Context: an optimization exercise on an open-source flow, tuned for small area and a short achievable clock period. The choices shown serve that exercise and are no tape-out recipe.
Function was checked by simulation only, so behaviour that the tests miss may differ from the original.
Power figures rest on the tool's default switching activity, not on a simulated workload.

==> flow/design.v <==
module rd_ao222n (
    input  wire a1, a2, b1, b2, c1, c2,
    output wire y
);
    assign y = ~((a1 & a2) | (b1 & b2) | (c1 & c2));
endmodule
module rd_ao22n (
    input  wire a1, a2, b1, b2,
    output wire y
);
    assign y = ~((a1 & a2) | (b1 & b2));
endmodule
module rd_o31ai (
    input  wire a1, a2, a3, b1,
    output wire y
);
    assign y = ~((a1 | a2 | a3) & b1);
endmodule
module rd_nand2 (
    input  wire a, b,
    output wire y
);
    assign y = ~(a & b);
endmodule
module rd_nand3 (
    input  wire a, b, c,
    output wire y
);
    assign y = ~(a & b & c);
endmodule
module rd_nand4 (
    input  wire a, b, c, d,
    output wire y
);
    assign y = ~(a & b & c & d);
endmodule
module rd_or31 (
    input  wire [30:0] sel,
    input  wire [30:0] d,
    output wire [2:0]  y
);
    wire [10:0] t;
    genvar p;
    generate
        for (p = 0; p < 10; p = p + 1) begin : g_tri
            rd_ao222n u_ao (
                .a1(sel[3*p]),   .a2(d[3*p]),
                .b1(sel[3*p+1]), .b2(d[3*p+1]),
                .c1(sel[3*p+2]), .c2(d[3*p+2]),
                .y (t[p])
            );
        end
    endgenerate
    rd_nand2 u_last (.a(sel[30]), .b(d[30]), .y(t[10]));
    rd_nand4 u_n0 (.a(t[0]), .b(t[1]), .c(t[2]), .d(t[3]), .y(y[0]));
    rd_nand4 u_n1 (.a(t[4]), .b(t[5]), .c(t[6]), .d(t[7]), .y(y[1]));
    rd_nand3 u_n2 (.a(t[8]), .b(t[9]), .c(t[10]), .y(y[2]));
endmodule
module fifo_mem #(
    parameter int DWIDTH = 32,
    parameter int NROWS  = 31
) (   
    input  wire              clk,
    input  wire [NROWS-1:0]  wsel, rsel,
    input  wire [DWIDTH-1:0] wdata,
    output wire [DWIDTH-1:0] rpart0, rpart1, rpart2
);  
    reg [DWIDTH-1:0] mem[NROWS];
    genvar i, j;
    generate
        for (i = 0; i < NROWS; i = i + 1) begin : g_row
            always @(posedge clk) begin
                if (wsel[i]) mem[i] <= wdata;
            end
        end
        for (j = 0; j < DWIDTH; j = j + 1) begin : g_bit
            wire [NROWS-1:0] col;
            for (i = 0; i < NROWS; i = i + 1) begin : g_col
                assign col[i] = mem[i][j];
            end
            rd_or31 u_or (.sel(rsel), .d(col), .y({rpart2[j], rpart1[j], rpart0[j]}));
        end
    endgenerate
endmodule
module sync_fifo #(
    parameter DWIDTH = 32,
    parameter AWIDTH = 5
) (
    input  wire              clk, rstn,
    input  wire              wren, rden,
    input  wire [DWIDTH-1:0] din,
    output wire [DWIDTH-1:0] dout,
    output wire              full,
    output wire              empty
);   
    localparam DEPTH = 1 << AWIDTH;
    localparam NROWS = DEPTH - 1;
    localparam JW = DEPTH / 2;
    reg [AWIDTH:0]   cnt;         
    reg              empty_q;     
    reg              one_q;       
    reg              full_q;      
    reg [JW-1:0]     wptr;        
    reg [NROWS-1:0]  rsel;        
    reg [DWIDTH-1:0] head;        
    wire do_wr = wren & ~full_q;
    wire do_rd = rden & ~empty_q;
    wire load_din = empty_q | (one_q & rden);
    wire load_buf = rden & ~empty_q & ~one_q;
    wire hold = ~load_din & ~load_buf;
    wire wr_buf = do_wr & ~load_din;
    function automatic [JW-1:0] john_next(input [JW-1:0] p);
        john_next = {p[JW-2:0], ~(p[JW-1] & p[JW-2])};
    endfunction
    reg [NROWS-1:0] wsel;
    always @(*) begin
        for (int k = 0; k < NROWS; k = k + 1) begin
            if (k < JW - 1)
                wsel[k] = ~full_q & wptr[k] & ~wptr[k+1];
            else if (k == JW - 1)
                wsel[k] = ~full_q & wptr[JW-1] & wptr[0];
            else
                wsel[k] = ~full_q & ~wptr[k-JW] & wptr[k-JW+1];
        end
    end
    wire [DWIDTH-1:0] rpart0, rpart1, rpart2;
    fifo_mem #(
        .DWIDTH(DWIDTH),
        .NROWS (NROWS)
    ) u_fifomem (
        .clk   (clk),
        .wsel  (wsel),
        .rsel  (rsel),
        .wdata (din),
        .rpart0(rpart0),
        .rpart1(rpart1),
        .rpart2(rpart2)
    );
    wire [DWIDTH-1:0] head_nxt, hx, hy;
    genvar j;
    generate
        for (j = 0; j < DWIDTH; j = j + 1) begin : g_head
            rd_o31ai u_x (
                .a1(rpart0[j]), .a2(rpart1[j]), .a3(rpart2[j]), .b1(load_buf), .y(hx[j])
            );
            rd_ao22n u_y (.a1(load_din), .a2(din[j]), .b1(hold), .b2(head[j]), .y(hy[j]));
            rd_nand2 u_h (.a(hx[j]), .b(hy[j]), .y(head_nxt[j]));
        end
    endgenerate
    always @(posedge clk) begin
        head <= head_nxt;
    end
    wire inc = do_wr & ~do_rd;
    wire dec = do_rd & ~do_wr;
    wire [AWIDTH:0] cnt_up, cnt_dn;
    wire cnt_is31, cnt_is2;
    fifo_cnt_step u_step (
        .c   (cnt),
        .up  (cnt_up),
        .dn  (cnt_dn),
        .is31(cnt_is31),
        .is2 (cnt_is2)
    );
    wire empty_nxt = inc ? 1'b0 : dec ? one_q : empty_q;
    wire one_nxt   = inc ? empty_q : dec ? cnt_is2 : one_q;
    wire full_nxt  = inc ? cnt_is31 : dec ? 1'b0 : full_q;
    always @(posedge clk or negedge rstn) begin
        if (~rstn) begin
            cnt     <= 0;
            empty_q <= 1'b1;
            one_q   <= 1'b0;
            full_q  <= 1'b0;
            wptr    <= 1;
            rsel    <= 1;
        end else begin
            cnt     <= inc ? cnt_up : dec ? cnt_dn : cnt;
            empty_q <= empty_nxt;
            one_q   <= one_nxt;
            full_q  <= full_nxt;
            if (wr_buf) wptr <= john_next(wptr);
            if (load_buf) rsel <= {rsel[NROWS-2:0], rsel[NROWS-1]};
        end
    end
    assign dout = head;
    assign empty = empty_q;
    assign full  = full_q;
endmodule
module fifo_cnt_step (
    input  wire [5:0] c,
    output wire [5:0] up,
    output wire [5:0] dn,
    output wire       is31,
    output wire       is2
);
    assign up   = c + 1'b1;
    assign dn   = c - 1'b1;
    assign is31 = c == 6'd31;
    assign is2  = c == 6'd2;
endmodule
clock: 4.0 ns
lec_check: 0
cap_margin: 20
core_margin: 2
core_utilization: 60
cts_cluster_diameter: 100
cts_cluster_size: 25
place_density: 0.8
setup_slack_margin: 1.95
slew_margin: 20
synth_hierarchical: 1
synth_minimum_keep_size: 0
run.sh (not shown) runs the stock make flow with config.mk's settings and CLKGATE_MAP_FILE= SYNTH_SCRIPT=/design/flow/synth_recipe.tcl, a recipe that flattens the netlist after the stock synthesis.
Next try:
--- a/flow/design.v
+++ b/flow/design.v
@@ -180,12 +180,12 @@
             if (wr_buf) wptr <= john_next(wptr);
             if (load_buf) rsel <= {rsel[NROWS-2:0], rsel[NROWS-1]};
         end
     end
     assign dout = head;
-    assign empty = empty_q;
-    assign full  = full_q;
+    fifo_areg #(.RV(1'b1)) u_empty (.clk(clk), .rstn(rstn), .d(empty_nxt), .q(empty));
+    fifo_areg #(.RV(1'b0)) u_full (.clk(clk), .rstn(rstn), .d(full_nxt), .q(full));
 endmodule
 module fifo_cnt_step (
     input  wire [5:0] c,
     output wire [5:0] up,
     output wire [5:0] dn,
@@ -195,5 +195,16 @@
     assign up   = c + 1'b1;
     assign dn   = c - 1'b1;
     assign is31 = c == 6'd31;
     assign is2  = c == 6'd2;
 endmodule
+module fifo_areg #(
+    parameter bit RV = 1'b0
+) (
+    input  wire clk, rstn, d,
+    output reg  q
+);
+    always @(posedge clk or negedge rstn) begin
+        if (~rstn) q <= RV;
+        else q <= d;
+    end
+endmodule
Outcome: Via count fell slightly; combinational power fell by roughly a tenth; setup slack improved by 0.12 ns; die area rose slightly; synthesized cell count barely changes; hold slack got worse by 0.061 ns; sequential share of layout area fell by 0.17 points; design area rose slightly.

[afterwards: timing with drivers on the ports]
No port has a modelled driver above. Below, the same layouts with a new extraction and two added sets of constraints. Step 1: set_driving_cell puts a clkbuf_16 on clk and a buf_2 on each other input, an assumption about the parent block. Step 2 also shifts input and output timing later by t, the mid clock arrival at the registers, as if the neighbouring blocks saw the same clock. Slacks: ideal ports / drivers / drivers and shift; pairs: ideal ports / drivers.
| run | t, ns | setup WS [ns] | pins driven straight from the clock port |
|---|---|---|---|
| the first run | 0.696 | 1.804 / 1.739 / 1.318 | 1 |
| the second run | 0.695 | 1.928 / 1.871 / 1.276 | 1 |
After both steps every run listed still meets setup and hold. The setup slack of the second run, which loses most, moves by -0.057 ns with the drivers and by -0.652 ns with both steps.
